This design comes from an exercise in tuning for small area and a short achievable clock period on the open sky130 flow, not from production work.
At most, simulation tests tie the RTL to the original design; equivalence was not proved.
Power figures rest on the tool's default switching activity, not on a simulated workload.

## before
==> flow/design.v (excerpt) <==
module ahblite_interconnect
    (
    clk        ,
    rst        ,
    haddr_i    ,
    hwrite_i   ,
    htrans_i   ,
    hsize_i    ,
    hburst_i   ,
    hwdata_i   ,
    hmastlock_i,
    hprot_i    ,
    hreadyout_o,
    hresp_o    ,
    hrdata_o   ,
    hsel_o     ,
    haddr_o    ,
    hwrite_o   ,
    htrans_o   ,
    hsize_o    ,
    hburst_o   ,
    hwdata_o   ,
    hready_o   ,
    hmastlock_o,
    hprot_o    ,
    hreadyout_i,
    hresp_i    ,
    hrdata_i
    );
Size in the first run: about 5500 cells after synthesis, about 1400 I/O pins.
clock: 5.5 ns
lec_check: 0
abc_clock_period_in_ps: 3000
cap_margin: 20
core_area: 5 5 385 385
die_area: 0 0 390 390
setup_slack_margin: 2.5
slew_margin: 20
run.sh (not shown) runs the stock make flow with config.mk's settings and CLKGATE_MAP_FILE= SYNTH_SCRIPT=/design/flow/synth_recipe.tcl, a recipe that flattens the netlist after the stock synthesis.
before: it failed during global routing (5_1_grt), and the tool reported GRT-0232.
Modified inputs, after compared to before
Settings: DIE_AREA removed (was 0 0 390 390); CORE_UTILIZATION newly set to 50; CORE_AREA removed (was 5 5 385 385); CORE_MARGIN newly set to 2.
[summary]
FAIL after @ I/O pin placement (3_2_place_iop): tool exited with error. The horizontal die dimension in before is 1.2 times that in after. Comparing before against after, there is no change at all in synthesized cell area. Compared with before, after shows site row count that has gone down by more than 10%. Number of enable flip-flop cells after synthesis: before vs after identical.
Function was not checked in any run of this note: the RTL went through the layout flow alone.

## main
The RTL this note starts from:
==> flow/design.v <==
module ahblite_interconnect
    (
    clk        ,
    rst        ,
    haddr_i    ,
    hwrite_i   ,
    htrans_i   ,
    hsize_i    ,
    hburst_i   ,
    hwdata_i   ,
    hmastlock_i,
    hprot_i    ,
    hreadyout_o,
    hresp_o    ,
    hrdata_o   ,
    hsel_o     ,
    haddr_o    ,
    hwrite_o   ,
    htrans_o   ,
    hsize_o    ,
    hburst_o   ,
    hwdata_o   ,
    hready_o   ,
    hmastlock_o,
    hprot_o    ,
    hreadyout_i,
    hresp_i    ,
    hrdata_i
    );
parameter AHB_AW  = 32;
parameter AHB_DW  = 32;
parameter SLV_NUM = 8;
parameter MST_NUM = 4;
input logic                              clk;
input logic                              rst;
input logic [MST_NUM-1:0][AHB_AW-1:0]    haddr_i;
input logic [MST_NUM-1:0]                hwrite_i;
input logic [MST_NUM-1:0][1:0]           htrans_i;
input logic [MST_NUM-1:0][2:0]           hsize_i;
input logic [MST_NUM-1:0][2:0]           hburst_i;
input logic [MST_NUM-1:0][3:0]           hprot_i;
input logic [MST_NUM-1:0][AHB_DW-1:0]    hwdata_i;
input logic [MST_NUM-1:0]                hmastlock_i;
output logic [MST_NUM-1:0]               hreadyout_o;
output logic [MST_NUM-1:0]               hresp_o;
output logic [MST_NUM-1:0][AHB_DW-1:0]   hrdata_o;
output logic [SLV_NUM-1:0]               hsel_o;
output logic [SLV_NUM-1:0][AHB_AW-1:0]   haddr_o;
output logic [SLV_NUM-1:0]               hwrite_o;
output logic [SLV_NUM-1:0][1:0]          htrans_o;
output logic [SLV_NUM-1:0][2:0]          hsize_o;
output logic [SLV_NUM-1:0][2:0]          hburst_o;
output logic [SLV_NUM-1:0][3:0]          hprot_o;
output logic [SLV_NUM-1:0][AHB_DW-1:0]   hwdata_o;
output logic [SLV_NUM-1:0]               hready_o;
output logic [SLV_NUM-1:0]               hmastlock_o;
input logic [SLV_NUM-1:0]                hreadyout_i;
input logic [SLV_NUM-1:0]                hresp_i;
input logic [SLV_NUM-1:0][AHB_DW-1:0]    hrdata_i;
logic [MST_NUM-1:0][AHB_AW-1:0]          m_addr;
logic [MST_NUM-1:0][AHB_DW-1:0]          m_wdata;
logic [MST_NUM-1:0]                      m_write;
logic [MST_NUM-1:0]                      m_lock;
logic [MST_NUM-1:0][1:0]                 m_trans;
logic [MST_NUM-1:0][2:0]                 m_size;
logic [MST_NUM-1:0][2:0]                 m_burst;
logic [MST_NUM-1:0][3:0]                 m_prot;
logic [MST_NUM-1:0][SLV_NUM-1:0]         req;        
logic [SLV_NUM-1:0]                      st_arb;     
logic [SLV_NUM-1:0]                      st_acc;     
logic [SLV_NUM-1:0]                      st_arb_1;   
logic [SLV_NUM-1:0][1:0]                 cur_mst;
logic [SLV_NUM-1:0][MST_NUM-1:0]         grant;      
logic [SLV_NUM-1:0][4:0]                 burst_cnt;
logic [SLV_NUM-1:0][AHB_AW-1:0]          gen_haddr;
logic [MST_NUM-1:0][SLV_NUM-1:0]         s_req;      
logic [MST_NUM-1:0]                      non_seq;
logic [SLV_NUM-1:0]                      slv_hready;
logic [SLV_NUM-1:0]                      clr_cnt;
genvar m, s;
generate
for (m = 0; m < MST_NUM; m = m + 1) begin : g_mst
    logic [SLV_NUM-1:0] gm;         
    logic [SLV_NUM-1:0] first;      
    logic [SLV_NUM-1:0] rdy_term;
    logic [AHB_DW-1:0]  rdata;
    logic               resp;
    for (s = 0; s < SLV_NUM; s = s + 1) begin : g_gm
        assign gm[s] = grant[s][m];
        if (s == 0) begin : g_f0
            assign first[s] = gm[s];
        end else begin : g_fn
            assign first[s] = gm[s] & ~(|gm[s-1:0]);
        end
        assign rdy_term[s] = first[s] & hreadyout_i[s] & (m_write[m] | ~st_arb_1[s]);
        assign s_req[m][s] = req[m][s] |
                             ((haddr_i[m][31:16] == s) & non_seq[m]);
    end
    assign hreadyout_o[m] = (|rdy_term) | ~((|gm) | (|req[m]));
    assign non_seq[m]     = (htrans_i[m] == 2'b10) & hreadyout_o[m];
    always_comb begin
        rdata = '0;
        resp  = 1'b0;
        for (int i = 0; i < SLV_NUM; i++) begin
            rdata = rdata | ({AHB_DW{gm[i]}} & hrdata_i[i]);
            resp  = resp  | (gm[i] & hresp_i[i]);
        end
    end
    assign hrdata_o[m] = rdata;
    assign hresp_o[m]  = resp;
    always_ff @(posedge clk) begin
        if (rst)
            req[m] <= '0;
        else
            req[m] <= s_req[m] & ~gm;
    end
    always_ff @(posedge clk) begin
        if (hreadyout_o[m]) begin
            m_addr[m]  <= haddr_i[m];
            m_wdata[m] <= hwdata_i[m];
            m_write[m] <= hwrite_i[m];
            m_lock[m]  <= hmastlock_i[m];
            m_trans[m] <= htrans_i[m];
            m_size[m]  <= hsize_i[m];
            m_burst[m] <= hburst_i[m];
            m_prot[m]  <= hprot_i[m];
        end
    end
end
endgenerate
generate
for (s = 0; s < SLV_NUM; s = s + 1) begin : g_slv
    logic [MST_NUM-1:0] gs;
    logic [MST_NUM-1:0] r;
    logic [1:0]         rr_mst;
    logic [2:0]         btype;
    logic               cnt_eq;
    logic               has_req;
    logic [AHB_AW-1:0]  maddr;
    logic               hwr;
    logic [1:0]         htr;
    logic [2:0]         hsz;
    logic               hml;
    logic [3:0]         hpr;
    logic [AHB_DW-1:0]  hwd;
    logic [AHB_AW-1:0]  addr;
    logic [MST_NUM-1:0] gs1;        
    for (m = 0; m < MST_NUM; m = m + 1) begin : g_gs
        assign r[m] = s_req[m][s];
    end
    assign gs  = grant[s];
    assign gs1 = gs & {MST_NUM{st_arb_1[s]}};
    always_comb begin
        maddr = '0; hwr = 1'b0; htr = '0; hsz = '0; hml = 1'b0; hpr = '0;
        hwd = '0; btype = '0;
        for (int i = 0; i < MST_NUM; i++) begin
            maddr = maddr | ({AHB_AW{gs1[i]}} & m_addr[i]);
            hwd   = hwd   | ({AHB_DW{gs[i]}} & m_wdata[i]);
            hwr   = hwr   | (gs[i] & m_write[i]);
            hml   = hml   | (gs[i] & m_lock[i]);
            htr   = htr   | ({2{gs[i]}} & m_trans[i]);
            hsz   = hsz   | ({3{gs[i]}} & m_size[i]);
            btype = btype | ({3{gs[i]}} & m_burst[i]);
            hpr   = hpr   | ({4{gs[i]}} & m_prot[i]);
        end
    end
    always_comb begin
        case (cur_mst[s])
        2'd0:    rr_mst = r[1] ? 2'd1 : r[2] ? 2'd2 : r[3] ? 2'd3 : 2'd0;
        2'd1:    rr_mst = r[2] ? 2'd2 : r[3] ? 2'd3 : r[0] ? 2'd0 : 2'd1;
        2'd2:    rr_mst = r[3] ? 2'd3 : r[0] ? 2'd0 : r[1] ? 2'd1 : 2'd2;
        default: rr_mst = r[0] ? 2'd0 : r[1] ? 2'd1 : r[2] ? 2'd2 : 2'd3;
        endcase
    end
    always_comb begin
        case (btype)
        3'b000:         cnt_eq = (burst_cnt[s] == 5'd1);
        3'b001:         cnt_eq = (burst_cnt[s] == 5'd0);
        3'b010, 3'b011: cnt_eq = (burst_cnt[s] == 5'd4);
        3'b100, 3'b101: cnt_eq = (burst_cnt[s] == 5'd8);
        default:        cnt_eq = (burst_cnt[s] == 5'd16);
        endcase
    end
    assign has_req       = |r;
    assign slv_hready[s] = |(gs & hreadyout_o);
    assign clr_cnt[s]    = cnt_eq & slv_hready[s];
    assign addr = maddr | gen_haddr[s];
    always_ff @(posedge clk) begin
        if (rst) begin
            st_arb[s]    <= 1'b0;
            st_acc[s]    <= 1'b0;
            st_arb_1[s]  <= 1'b0;
            cur_mst[s]   <= 2'd0;
            grant[s]     <= '0;
            burst_cnt[s] <= 5'd0;
        end else begin
            st_arb[s]   <= has_req & ((~st_arb[s] & ~st_acc[s]) | (st_acc[s] & clr_cnt[s]));
            st_acc[s]   <= st_arb[s] | (st_acc[s] & ~clr_cnt[s]);
            st_arb_1[s] <= st_arb[s];
            if (st_arb[s])
                cur_mst[s] <= rr_mst;
            if (st_arb[s])
                grant[s] <= 4'b0001 << rr_mst;
            else if (clr_cnt[s])
                grant[s] <= '0;
            if (clr_cnt[s])
                burst_cnt[s] <= 5'd0;
            else if (slv_hready[s])
                burst_cnt[s] <= burst_cnt[s] + 5'd1;
        end
    end
    always_ff @(posedge clk) begin
        if (rst | ~hready_o[s])
            gen_haddr[s] <= '0;
        else
            gen_haddr[s] <= addr + 32'd4;
    end
    assign hsel_o[s]      = st_arb[s] | st_acc[s];
    assign hready_o[s]    = hreadyout_i[s] & st_acc[s];
    assign haddr_o[s]     = addr;
    assign hwrite_o[s]    = hwr;
    assign htrans_o[s]    = htr;
    assign hsize_o[s]     = hsz;
    assign hburst_o[s]    = btype;
    assign hwdata_o[s]    = hwd;
    assign hmastlock_o[s] = hml;
    assign hprot_o[s]     = hpr;
end
endgenerate
endmodule
==> flow/config.mk <==
export PLATFORM = sky130hd
export DESIGN_NAME = ahblite_interconnect
export DESIGN_NICKNAME = ahblite_interconnect
export VERILOG_FILES = /design/flow/design.v
export SDC_FILE = /design/flow/constraint.sdc
export NUM_CORES = 4
export LEC_CHECK = 0
export ABC_CLOCK_PERIOD_IN_PS = 3500
export CAP_MARGIN = 20
export CORE_AREA = 5 5 415 415
export DIE_AREA = 0 0 420 420
export SETUP_SLACK_MARGIN = 1.2
export SLEW_MARGIN = 20
export TNS_END_PERCENT = 5
==> flow/constraint.sdc <==
create_clock -name core_clock -period 5.5 [get_ports {clk}]
set_input_delay 1.1000 -clock core_clock [delete_from_list [all_inputs] [get_ports {clk}]]
set_output_delay 1.1000 -clock core_clock [all_outputs]
set_load 0.01 [all_outputs]
standard.sh (not shown) runs the stock make flow with config.mk's settings and CLKGATE_MAP_FILE= SYNTH_SCRIPT=/design/flow/synth_recipe.tcl, a recipe that flattens the netlist after the stock synthesis.
==> flow/flow/run.sh <==
#!/bin/bash
set -euo pipefail
bash standard.sh "BUFFER_PORTS_ARGS=-buffer_cell sky130_fd_sc_hd__buf_1" finish > flow_make.log 2>&1
Having completed the whole flow, main delivered a layout that passed the timing, design-rule and antenna checks.
[inputs] the feature branch vs main
# main
export LEC_CHECK = 0
export ABC_CLOCK_PERIOD_IN_PS = 3500
export CAP_MARGIN = 20
export CORE_AREA = 5 5 415 415
export DIE_AREA = 0 0 420 420
export SETUP_SLACK_MARGIN = 1.2
export SLEW_MARGIN = 20
export TNS_END_PERCENT = 5
create_clock -name core_clock -period 5.5 [get_ports {clk}]
# the feature branch
export LEC_CHECK = 0
export ABC_CLOCK_PERIOD_IN_PS = 3500
export CAP_MARGIN = 20
export CORE_AREA = 5 5 415 415
export DIE_AREA = 0 0 420 420
export SETUP_SLACK_MARGIN = 1.8
export SLEW_MARGIN = 20
create_clock -name core_clock -period 5.5 [get_ports {clk}]
--- outcome ---
- [the feature branch] minimum hold slack rose 0.023 ns relative to main
- Going from main to the feature branch, power level; non-filler instance count after layout moved up.

[what the ideal ports hide]
How much do the figures lean on ideal ports? The routed layouts below were timed once more, with nothing changed but the port constraints. Step 1, drivers: a clkbuf_16 drives clk and a buf_2 each remaining input, both assumed. Step 2 adds t to the input delays and takes it off the output delays; t is the mean of the earliest and latest rising clock arrival at the registers after step 1. Input paths then give back, and output paths get back, about the clock's delay inside the block. Slacks: ideal / step 1 / step 2; pairs: ideal / step 1.
| run | shift t [ns] | setup WS [ns] | worst hold slack (ns) | worst setup path after step 2 | worst register clock-pin slew, ns |
|---|---|---|---|---|---|
| main | 0.804 | 0.927 / 0.840 / 0.885 | 0.482 / 0.465 / 0.482 | input to register | 0.08 / 0.08 |
| the feature branch | 0.801 | 1.679 / 1.594 / 1.102 | 0.506 / 0.460 / 0.506 | input to register | 0.07 / 0.07 |
After both steps setup and hold are still met in every run listed. The setup slack of the feature branch, which loses most, moves by -0.085 ns with the drivers and by -0.577 ns with both steps.
